What follows belongs to an exercise in optimizing a design on an open flow for small area; a production flow would make more cautious choices. The RTL was checked by simulation tests, not by an equivalence proof against the original design. No activity file was given, so power comes from the tool's default toggle rates.

## config.mk

```make
export PLATFORM = sky130hd
export DESIGN_NAME = clmul_top
export DESIGN_NICKNAME = clmul_top
export VERILOG_FILES = /design/flow/design.v
export SDC_FILE = /design/flow/constraint.sdc
export NUM_CORES = 4
export LEC_CHECK = 0
export CAP_MARGIN = 20
export CORE_MARGIN = 2
export CORE_UTILIZATION = 45
export SLEW_MARGIN = 20
```

## constraint.sdc

```tcl
create_clock -name core_clock -period 5.0 [get_ports {clk}]
set_input_delay 1.0000 -clock core_clock [delete_from_list [all_inputs] [get_ports {clk}]]
set_output_delay 1.0000 -clock core_clock [all_outputs]
set_load 0.01 [all_outputs]
```

## design.v

```verilog
module clmul_top (
    input  wire         clk,
    input  wire [63:0]  a,
    input  wire [63:0]  b,
    output wire [127:0] p
);
reg  [63:0]  a_q;
reg  [63:0]  b_q;
reg  [127:0] p_q;
wire [127:0] prod;
Multiplier #(.n(64)) u_mul (
    .A(a_q),
    .B(b_q),
    .result(prod)
);
always @(posedge clk) begin
    a_q <= a;
    b_q <= b;
    p_q <= prod;
end
assign p = p_q;
endmodule

module Multiplier #(
    parameter n = 64
)(
    input wire signed [n-1:0] A,
    input wire signed [n-1:0] B,
    output reg signed [2*n-1:0] result
);
integer i, j;
always @(A or B) begin
    result = 0;
    for (i = 0; i < n; i = i + 1) begin
        for (j = 0; j < n; j = j + 1) begin
            if (i + j < 2*n) begin
                result[i + j] = result[i + j] + (A[i] & B[j]);
            end
        end
    end
end
endmodule
```

## run.sh

```bash
#!/bin/bash
# synth_recipe.tcl (not shown) runs the flow's synth.tcl, then flattens the netlist and writes it again
# the make line also repeats each setting of config.mk as NAME=value (left out here)
make -C /OpenROAD-flow-scripts/flow DESIGN_CONFIG=/design/flow/config.mk WORK_HOME=/design/flow/orfs CLKGATE_MAP_FILE= SYNTH_SCRIPT=/design/flow/synth_recipe.tcl finish
```

==> flow_metrics.py <==
metrics = {
    "outcome": {
        "status": "complete, no violations",
    },
    "sta": {
        "rsz0062_at_grt": "no",
        "clock_skew_ns": 0.0633,
        "whs_ns": 0.732,
        "slew_headroom_pct": 11.4,
        "fmax_mhz": 303,
        "finalHoldViolCount": 0,
        "worst_slew_pin_slew_ns": 1.33,
        "setup_viol": 0,
        "min_period_ns": 3.31,
        "fin_ws_ns": 1.69,
        "finalMaxSlewViolations": 0,
        "period_share_pct": 66.1,
        "finalSetupTns_ns": 0,
    },
    "floorplan": {
        "initial_core_util_pct": 45.2,
        "dieHeight_um": 378,
        "ios": 257,
        "dieArea_um2": 143000,
        "die_w_um": 378,
        "core-area_um2": 139000,
        "placement_rows": 137,
    },
    "cells_and_area": {
        "syn2layout_area_growth_pct": 1.64,
        "finalInstanceArea_um2": 63900,
        "layout_commonest_cell": "nand2_1",
        "fin_nets": 8980,
        "drive_above_1_share_pct": 4.77,
        "mostFrequentLayoutCells": "nand2_1, xnor2_1, xor2_1",
        "fillers": 14200,
    },
    "synthesis": {
        "synth.distinct_cells": 9,
        "syn_avg_cell_area_um2": 6.82,
        "synthCells": 9218,
        "synthesis.area_um2": 62900,
        "yosysSeqAreaShare_pct": 8.12,
        "synth_nets": 9347,
        "ys_seq_elements": 255,
        "synth_warnings": 2,
    },
    "global_routing": {
        "grt.total_usage_pct": 42.0,
        "grt_max_degree": 63,
        "grt_pass1_vias": 61400,
        "grt_pass1_wl_um": 440000,
        "grt.overflow.total": 0,
        "antenna_found_initial": 18,
    },
    "routing": {
        "drt_iter0_drc": 12500,
        "wire_per_inst_um": 28.9,
        "drc": 0,
        "routed_via_density": 6.01,
        "vias": 64700,
        "dr.pass1.iters": 6,
        "detail-route-antenna-nets": 0,
        "drt-total-wl_um": 311000,
    },
    "pwr": {
        "ir_drop_v": 0.000306,
        "total_power_mw": 21.0,
        "power.density_nw_per_um2": 328,
        "p_leak_nw": 23.4,
    },
    "setup_path": {
        "cp-start-kind": "flop",
        "crit_path_max_fanout": 49,
        "crit_arrival_ns": 3.83,
        "required_ns": 5.53,
        "end_kind": "flop",
        "worstSetupPathType": "flop to flop",
    },
    "clocking": {
        "ctsHoldBuffers": 0,
        "ctsResizeCount": 0,
        "postCtsSetupRepairBufs": 0,
        "cts_root_buf": "clkbuf_16",
        "numCtsBuffers": 41,
        "clock_sinks": 255,
        "cts_tree": "built",
        "insertion_delay_ns": 0.70,
        "clk_pin_slew_ns": 0.07,
        "clockBufferDepth": 3,
        "htree_levels": 2,
    },
    "placement": {
        "hpwlAfterDp_um": 164000,
        "portBuffers": 255,
        "gp_congestion": 0.929,
        "place_area_um2": 62600,
        "preCtsSetupSlack_ns": 1.99,
    },
    "worst_hold_path": {
        "min_path_type": "input port to flop",
    },
    "job": {
        "cap_viol_max_count": 0,
    },
}
-- critical path, stage by stage, from the launching register on --
cell and delay [ns]:
dfxtp_4 1.13, buf_4 0.49, nand2_1 0.11, xor2_1 0.30
xnor2_1 0.14, xnor2_1 0.24, xnor2_1 0.17, xnor2_1 0.10
xnor2_1 0.39
-- power by group --
group | switching [mW] | total [mW] | internal, mW
combinational | 6.74 | 13.6 | 6.82
clock | 1.40 | 3.07 | 1.67
sequential | 1.62 | 4.35 | 2.73
total | 9.76 | 21.0 | 11.2
-- cell usage after synthesis --
library cell  number  area [um2]
buf_2            123         616
buf_4            453        3400
nand2_1         4094       15400
conb_1             1        3.75
xor2_1           913        8000
buf_6            321        3610
dfxtp_1          255        5100
xnor2_1         3056       26800
and2_1             2        12.5
-- per-stage QoR --
step                      cells  utilization, %
after floorplan            9218               -
after global placement    10700            45.0
after detailed placement  10700            45.0
after CTS                 10800            45.9
after global routing      10800            46.0
final                     10800            46.0
-- state kept, by name, indices dropped and copies added (netlist names) --
| signal | flops |
|---|---|
| p_q | 127 |
| a_q | 64 |
| b_q | 64 |
-- logic make-up (layout without fill, tap and decap cells) --
logic type / Yosys count / in the layout / synth area share, %
AND/OR/NAND/NOR: 4096 / 4096 / 24.5
XOR/XNOR: 3969 / 3969 / 55.3
buffers and inverters: 897 / 560 / 12.1
flip-flops: 255 / 255 / 8.12
other: 1 / 13 / 0.00596
-- area by class of cell --
cell class	instances	area (um2)	share of cell area [%]
flip-flops and latches	255	5480	8.57
clock buffers	51	1090	1.71
multi-input cells	8066	50100	78.5
repair buffers	487	4610	7.21
diodes	12	30.0	0.0470
clock inverters	22	215	0.337
well taps	1876	2350	3.67
-- layer usage --
layer  wire length, um  up-vias  share of wire (%)  global-route usage [%]
li1                  -    26100                  -                       -
met5               178        -              0.057                       0
met3             55600     2339                 18                    15.4
met1            110000    29200                 35                    53.2
met2            118000     6961                 38                    59.2
met4             27800       28                8.9                    27.9
-- path summary, 6_finish.rpt --
kind                   startpoint  depth (start not counted)  slack (ns)               to
setup / recovery  b_q[31]$_DFF_P_                          8        1.69  p_q[68]$_DFF_P_
hold / removal              a[63]                          1        0.73  a_q[63]$_DFF_P_
setup reg to reg  b_q[31]$_DFF_P_                          8        1.69  p_q[68]$_DFF_P_
hold reg to reg   a_q[51]$_DFF_P_                          5        1.13  p_q[93]$_DFF_P_

-- separate check: timing with driven ports --
The flow's constraints put no driver on any port. The routed layout listed below was extracted and timed again, unchanged, in two steps.
Step 1, drivers: a clkbuf_16 drives clk and a buf_2 each remaining input, both assumed.
Step 2 times the ports against the registers' clock, not the clock port: input delays grow and output delays shrink by t, the midpoint of the rising clock arrivals with the driver on.
Three values: ideal ports, drivers, drivers and shift; two values: the first two.
shift t [ns]: 0.753
slack for setup (ns): 1.695 / 1.695 / 1.695
worst setup path after step 2: register to register
worst slew at a driven data input, ns: 0.11
After both steps this run still meets setup and hold. The setup slack of this run moves by 0.000 ns with the drivers and by 0.000 ns with both steps.
